This design comes from an exercise in tuning for small area, a short achievable clock period and few clock cycles on the open sky130 flow, not from production work. At most, simulation tests tie the RTL to the original design; equivalence was not proved. The flow treats the clock pin as an ideal source. Dropping or thinning the clock tree relies on that and would not hold on a real chip. Power and IR drop assume default switching activity.

==> inputs of delta <==
==> flow/design.v <==
module LZ77_Encoder(clk,reset,chardata,valid,encode,finish,offset,match_len,char_nxt);
input 				clk;
input 				reset;
input 		[7:0] 	chardata;
output  			valid;
output  			encode;
output  			finish;
output 		[3:0] 	offset;
output 		[2:0] 	match_len;
output 	 	[7:0] 	char_nxt;
reg					valid;
reg					finish;
reg			[3:0]	offset;
reg			[2:0]	match_len;
reg			[3:0]	ch;			 
reg					ch5;		 
reg			[3:0]	H [0:9];	 
reg			[5:0]	E [0:8];	 
reg			[6:0]	T;			 
reg					ended;		 
reg			[2:0]	skip;		 
reg					done;		 
integer 	d, j;
assign encode = valid;
assign char_nxt = {2'b00, ch5, 1'b0, ch};
wire		inrange1 = ~ended;			 
always @(posedge clk or posedge reset)
begin
	if (reset)
	begin
		ended <= 1'b0;
		for (d = 0; d < 10; d = d + 1)
			H[d] <= 4'd0;
	end
	else
	begin
		ended <= ended | chardata[5];
		H[0] <= chardata[3:0] ^ 4'd3;
		for (d = 1; d < 10; d = d + 1)
			H[d] <= H[d-1];
	end
end
reg			[8:0]	En;
always @(*)
	for (d = 0; d < 9; d = d + 1)
		En[d] = inrange1 & (H[0] == H[d+1]);
always @(posedge clk)
begin
	for (d = 0; d < 9; d = d + 1)
		E[d] <= {E[d][4:0], En[d]};
	T <= {T[5:0], chardata[5]};
end
reg			[7:0]	a [0:8];	 
reg			[7:0]	A;			 
reg			[3:0]	off [1:7];	 
reg			[2:0]	L;
reg			[3:0]	S;
reg			[4:0]	X;			 
wire		[4:0]	C [0:7];	 
reg					last;		 
assign C[7] = {chardata[5], chardata[3:0] ^ 4'd3};
assign C[6] = {T[0], H[0]};
assign C[5] = {T[1], H[1]};
assign C[4] = {T[2], H[2]};
assign C[3] = {T[3], H[3]};
assign C[2] = {T[4], H[4]};
assign C[1] = {T[5], H[5]};
assign C[0] = {T[6], H[6]};
always @(*)
begin
	for (d = 0; d < 9; d = d + 1)
	begin
		a[d][0] = 1'b1;
		for (j = 1; j < 7; j = j + 1)
			a[d][j] = a[d][j-1] & E[d][6-j];
		a[d][7] = a[d][6] & En[d];
	end
	for (j = 0; j < 8; j = j + 1)
	begin
		A[j] = 1'b0;
		for (d = 0; d < 9; d = d + 1)
			A[j] = A[j] | a[d][j];
	end
	for (j = 1; j < 8; j = j + 1)
	begin
		off[j] = 4'd0;
		for (d = 0; d < 9; d = d + 1)
			if (a[d][j]) off[j] = d;
	end
	L = 3'd0;
	S = 4'd0;
	X = C[0];
	for (j = 1; j < 8; j = j + 1)
		if (A[j])
		begin
			L = j;
			S = off[j];
			X = C[j];
		end
	last = X[4];
end
wire				emit = (skip == 3'd0) & ~done;
always @(posedge clk)
begin
	offset <= S;
	match_len <= L;
	ch <= X[3:0] ^ 4'd3;
	ch5 <= last;
	valid <= emit;
	finish <= done;
end
always @(posedge clk or posedge reset)
begin
	if (reset)
	begin
		skip <= 3'd7;
		done <= 1'b0;
	end
	else
	begin
		skip <= emit ? L : skip - 3'd1;
		done <= done | (emit & last);
	end
end
endmodule
==> flow/flow/run.sh <==
#!/bin/bash
# Own layout flow: the standard flow (standard.sh), with
#  - synthesis by flow/synth.tcl: the standard synthesis script, but ABC
#    maps the logic with an area-oriented script (flow/abc_area.script),
#  - port buffers of buf_2 instead of the default clkdlybuf4s50_1,
#  - a larger setup target for ORFS's timing repair,
#  - a one-level clock tree (flow/cts.tcl) in place of TritonCTS.
# Each step's full output goes to a log file of its own in this folder.
set -euo pipefail
export FLOW_DIR_OWN=$PWD/flow
export OWN_ABC_SCRIPT=$PWD/flow/abc_area.script
export MCT_COLS=${MCT_COLS:-2}
export MCT_ROWS=${MCT_ROWS:-2}
VARS=("SYNTH_SCRIPT=$PWD/flow/synth.tcl" "BUFFER_PORTS_ARGS=-buffer_cell sky130_fd_sc_hd__buf_2" "SETUP_SLACK_MARGIN=7.33")
bash standard.sh "${VARS[@]}" place > flow_place.log 2>&1
bash standard.sh "${VARS[@]}" run RUN_SCRIPT=$PWD/flow/cts.tcl RUN_LOG_NAME_STEM=4_1_cts > flow_cts.log 2>&1
bash standard.sh "${VARS[@]}" finish > flow_finish.log 2>&1
==> flow/flow/abc_area.script <==
strash
&get -n
&st
&dch -f
&nf -R 1000 -a
&put
topo
==> flow/flow/clkbuf.tcl <==
# Manual one-level clock tree: the clock port drives NBUF clkbuf cells, each
# driving the clock pins of one group of registers (split by position).
proc manual_clock_tree { cols rows cell } {
  set db [ord::get_db]
  set block [ord::get_db_block]
  set clk [$block findNet clk]
  set master [$db findMaster $cell]
  set sinks {}
  foreach it [$clk getITerms] {
    set inst [$it getInst]
    set loc [$inst getLocation]
    lappend sinks [list [lindex $loc 0] [lindex $loc 1] $it]
  }
  set n [llength $sinks]
  # split into cols x rows groups of nearly equal size: by x, then by y
  set sinks [lsort -integer -index 0 $sinks]
  set groups {}
  set per [expr {($n + $cols - 1) / $cols}]
  for {set c 0} {$c < $cols} {incr c} {
    set part [lsort -integer -index 1 [lrange $sinks [expr {$c * $per}] [expr {($c + 1) * $per - 1}]]]
    set m [llength $part]
    set per2 [expr {($m + $rows - 1) / $rows}]
    for {set r 0} {$r < $rows} {incr r} {
      lappend groups [lrange $part [expr {$r * $per2}] [expr {($r + 1) * $per2 - 1}]]
    }
  }
  set g 0
  foreach grp $groups {
    if { [llength $grp] == 0 } { continue }
    set sx 0; set sy 0
    foreach s $grp { incr sx [lindex $s 0]; incr sy [lindex $s 1] }
    set cx [expr {$sx / [llength $grp]}]
    set cy [expr {$sy / [llength $grp]}]
    set inst [odb::dbInst_create $block $master "clkbuf_m_$g"]
    set net [odb::dbNet_create $block "clknet_m_$g"]
    $net setSigType CLOCK
    foreach s $grp {
      set it [lindex $s 2]
      $it disconnect
      $it connect $net
    }
    [$inst findITerm A] connect $clk
    [$inst findITerm X] connect $net
    $inst setLocation $cx $cy
    $inst setPlacementStatus PLACED
    incr g
  }
  puts "manual_clock_tree: $n sinks, $g buffers of $cell"
}
==> flow/flow/cts.tcl <==
# Clock tree step in place of ORFS's cts.tcl: the same steps, but the clock
# tree is one level of clock buffers (see clkbuf.tcl) instead of TritonCTS's
# two-level H-tree.
utl::set_metrics_stage "cts__{}"
source $::env(SCRIPTS_DIR)/load.tcl
set mct_cols $::env(MCT_COLS)
set mct_rows $::env(MCT_ROWS)
erase_non_stage_variables cts
load_design 3_place.odb 3_place.sdc
source $::env(FLOW_DIR_OWN)/clkbuf.tcl

set_dont_use $::env(DONT_USE_CELLS)
manual_clock_tree $mct_cols $mct_rows sky130_fd_sc_hd__clkbuf_16
set_propagated_clock [all_clocks]

estimate_parasitics -placement
set_placement_padding -global \
  -left $::env(CELL_PAD_IN_SITES_DETAIL_PLACEMENT) \
  -right $::env(CELL_PAD_IN_SITES_DETAIL_PLACEMENT)
detailed_placement
estimate_parasitics -placement
report_clock_latency
repair_timing_helper
detailed_placement
check_placement -verbose
report_metrics 4 "cts final"

orfs_write_db $::env(RESULTS_DIR)/4_1_cts.odb
orfs_write_sdc $::env(RESULTS_DIR)/4_cts.sdc
==> flow/flow/synth.tcl <==
# The standard synthesis (synth_recipe.tcl), with one change: ABC maps the
# logic with flow/abc_area.script instead of ORFS's speed script. Registers are
# not touched by ABC, so they are the standard synthesis's.
proc synth {args} { yosys synth -nofsm -noshare {*}$args }
proc abc {args} {
  set i [lsearch -exact $args -script]
  if { $i >= 0 } { lset args [expr {$i + 1}] $::env(OWN_ABC_SCRIPT) }
  yosys abc {*}$args
}
source $::env(SCRIPTS_DIR)/synth.tcl
# left out here: clear keep_hierarchy, flatten, clean up, hide names made inside functions, write 1_2_yosys.v
==> flow/standard.sh <==
#!/bin/bash
# synth_recipe.tcl (not shown) runs the flow's synth.tcl, then flattens the netlist and writes it again
# the make line also repeats each setting of config.mk as NAME=value (left out here)
make -C /OpenROAD-flow-scripts/flow DESIGN_CONFIG=/design/flow/config.mk WORK_HOME=/design/flow/orfs CLKGATE_MAP_FILE= SYNTH_SCRIPT=/design/flow/synth_recipe.tcl "${@:-finish}"
==> flow/config.mk <==
export PLATFORM = sky130hd
export DESIGN_NAME = LZ77_Encoder
export DESIGN_NICKNAME = LZ77_Encoder
export VERILOG_FILES = /design/flow/design.v
export SDC_FILE = /design/flow/constraint.sdc
export NUM_CORES = 4
export LEC_CHECK = 0
export CAP_MARGIN = 20
export CORE_MARGIN = 2
export CORE_UTILIZATION = 60
export PLACE_DENSITY = 0.85
export SLEW_MARGIN = 20
==> flow/constraint.sdc <==
create_clock -name core_clock -period 10.0 [get_ports {clk}]
set_input_delay 2.0000 -clock core_clock [delete_from_list [all_inputs] [get_ports {clk}]]
set_output_delay 2.0000 -clock core_clock [all_outputs]
set_load 0.01 [all_outputs]
==> xenon (differences from delta) <==
==> flow/design.v, changed modules only <==
module LZ77_Encoder(clk,reset,chardata,valid,encode,finish,offset,match_len,char_nxt);
input 				clk;
input 				reset;
input 		[7:0] 	chardata;
output  			valid;
output  			encode;
output  			finish;
output 		[3:0] 	offset;
output 		[2:0] 	match_len;
output 	 	[7:0] 	char_nxt;
reg					valid;
reg					finish;
reg			[3:0]	offset;
reg			[2:0]	match_len;
reg			[3:0]	ch;			 
reg					done;		 
reg			[3:0]	H [0:8];	 
reg			[6:0]	E [0:8];	 
reg			[11:0]	cnt;		 
reg			[2:0]	skip;		 
integer 	d, j;
assign encode = valid;
assign char_nxt = {2'b00, done, 1'b0, ch};
wire		inrange = ~cnt[11];			 
always @(posedge clk or posedge reset)
begin
	if (reset)
	begin
		cnt <= 12'd0;
		for (d = 0; d < 9; d = d + 1)
			H[d] <= 4'd3;
	end
	else
	begin
		cnt <= cnt + 12'd1;
		H[0] <= chardata[3:0];
		for (d = 1; d < 9; d = d + 1)
			H[d] <= H[d-1];
	end
end
always @(posedge clk)
begin
	for (d = 0; d < 9; d = d + 1)
		E[d] <= {E[d][5:0], inrange & (chardata[3:0] == H[d])};
end
reg			[7:0]	a [0:8];	 
reg			[7:0]	A;			 
reg			[8:0]	M;
reg			[2:0]	L;
reg			[3:0]	S;
reg			[3:0]	X;			 
wire		[3:0]	C [0:7];	 
reg					last;		 
assign C[7] = chardata[3:0];
assign C[6] = H[0];
assign C[5] = H[1];
assign C[4] = H[2];
assign C[3] = H[3];
assign C[2] = H[4];
assign C[1] = H[5];
assign C[0] = H[6];
always @(*)
begin
	for (d = 0; d < 9; d = d + 1)
	begin
		a[d][0] = 1'b1;
		for (j = 1; j < 8; j = j + 1)
			a[d][j] = a[d][j-1] & E[d][7-j];
	end
	for (j = 0; j < 8; j = j + 1)
	begin
		A[j] = 1'b0;
		for (d = 0; d < 9; d = d + 1)
			A[j] = A[j] | a[d][j];
	end
	for (d = 0; d < 9; d = d + 1)
	begin
		M[d] = 1'b1;
		for (j = 1; j < 8; j = j + 1)
			M[d] = M[d] & (a[d][j] | ~A[j]);
	end
	S = 4'd0;
	for (d = 0; d < 9; d = d + 1)
		if (M[d]) S = d;
	if (~A[1]) S = 4'd0;
	L = 3'd0;
	X = C[0];
	for (j = 1; j < 8; j = j + 1)
		if (A[j])
		begin
			L = j;
			X = C[j];
		end
	last = cnt[11] & A[~cnt[2:0]];
end
wire		[2:0]	eff = valid ? match_len : skip;
wire				emit = (eff == 3'd0) & ~done;
always @(posedge clk)
begin
	offset <= S;
	match_len <= L;
	ch <= last ? 4'b0100 : X;
end
always @(posedge clk or posedge reset)
begin
	if (reset)
	begin
		skip <= 3'd7;
		valid <= 1'b0;
		done <= 1'b0;
		finish <= 1'b0;
	end
	else
	begin
		skip <= eff - 3'd1;
		valid <= emit;
		done <= done | (emit & last);
		finish <= done;
	end
end
endmodule
==> flow/flow/run.sh (replaced) <==
#!/bin/bash
# Own layout flow: the standard flow (standard.sh), with
#  - port buffers of buf_2 instead of the default clkdlybuf4s50_1,
#  - a larger setup target for ORFS's timing repair,
#  - a one-level clock tree (flow/cts.tcl) in place of TritonCTS.
# Each step's full output goes to a log file of its own in this folder.
set -euo pipefail
export FLOW_DIR_OWN=$PWD/flow
export MCT_COLS=${MCT_COLS:-2}
export MCT_ROWS=${MCT_ROWS:-2}
VARS=("BUFFER_PORTS_ARGS=-buffer_cell sky130_fd_sc_hd__buf_2" "SETUP_SLACK_MARGIN=7")
bash standard.sh "${VARS[@]}" place > flow_place.log 2>&1
bash standard.sh "${VARS[@]}" run RUN_SCRIPT=$PWD/flow/cts.tcl RUN_LOG_NAME_STEM=4_1_cts > flow_cts.log 2>&1
bash standard.sh "${VARS[@]}" finish > flow_finish.log 2>&1
Settings changed: CORE_UTILIZATION 60 to 50, PLACE_DENSITY 0.85 to 0.6.
removed: flow/flow/abc_area.script
removed: flow/flow/synth.tcl
==> qor summary <==
metric	xenon	delta
Run status	finished clean	finished clean
Flip-flop count of the largest register, all copies and words added	63	54
Final wirelength	10900 µm	8710 µm
HP Start	E[4][0]	T[0]
Critical Path Max Stage Delay	0.37 ns	0.33 ns
Final Wtd Congestion	0.861	0.889
Share of the final layout cell area in multi-input gates	37.5%	36.0%
Share of the synthesized netlist area taken by xor and xnor gates	5.56%	7.44%
Capture instance of the worst register-to-register path	offset[0]	offset[1]
Internal power	701 µW	605 µW
Met1 track demand over resource in global routing	27.7%	31.3%
Synthesized area	5040 µm²	4350 µm²
Final Cycle Share	28.7%	26.2%
Die W	104 µm	89.2 µm
Power consumed by sequential cells	590 µW	523 µW
IR Drop Worst-Case VDD	106 µV	150 µV
Clock-pin slew reported for the worst setup and hold paths after clock tree synthesis	0.12 ns	0.10 ns
Beginning of the worst register-to-register path	E[1][6]	E[3][5]
Syn_area_per_cell	11.1 µm²	10.4 µm²
Worst reg-to-reg path cell count	9	12
Testbench counts of delta, summed over its fixed seeds: cycles 12,332.
No functional check of the RTL was part of xenon. In every run of this note, the design's own scripts or RTL, not TritonCTS, make the clock network.

static timing again, ports no longer ideal:
The results above use ideal ports. As a check the final layouts listed here were re-extracted and re-timed, cells and wires unchanged. Step 1 assumes that a clkbuf_16 drives the clock port and a buf_2 every other input. Step 2, shift: input delay + t, output delay - t, t = (earliest + latest rising clock arrival at the registers) / 2. This alone moves slack from input paths to output paths. a / b / c = ideal / step 1 / step 2; a / b = the first two.
| run | shift t [ns] | setup slack, ns | slew at the worst register clock pin (ns) |
|---|---|---|---|
| delta | 0.241 | 7.382 / 7.305 / 7.413 | 0.11 / 0.11 |
| xenon | 0.253 | 7.129 / 7.089 / 6.937 | 0.12 / 0.12 |
After both steps every run listed still meets setup and hold. The setup slack of xenon, which loses most, moves by -0.040 ns with the drivers and by -0.192 ns with both steps.
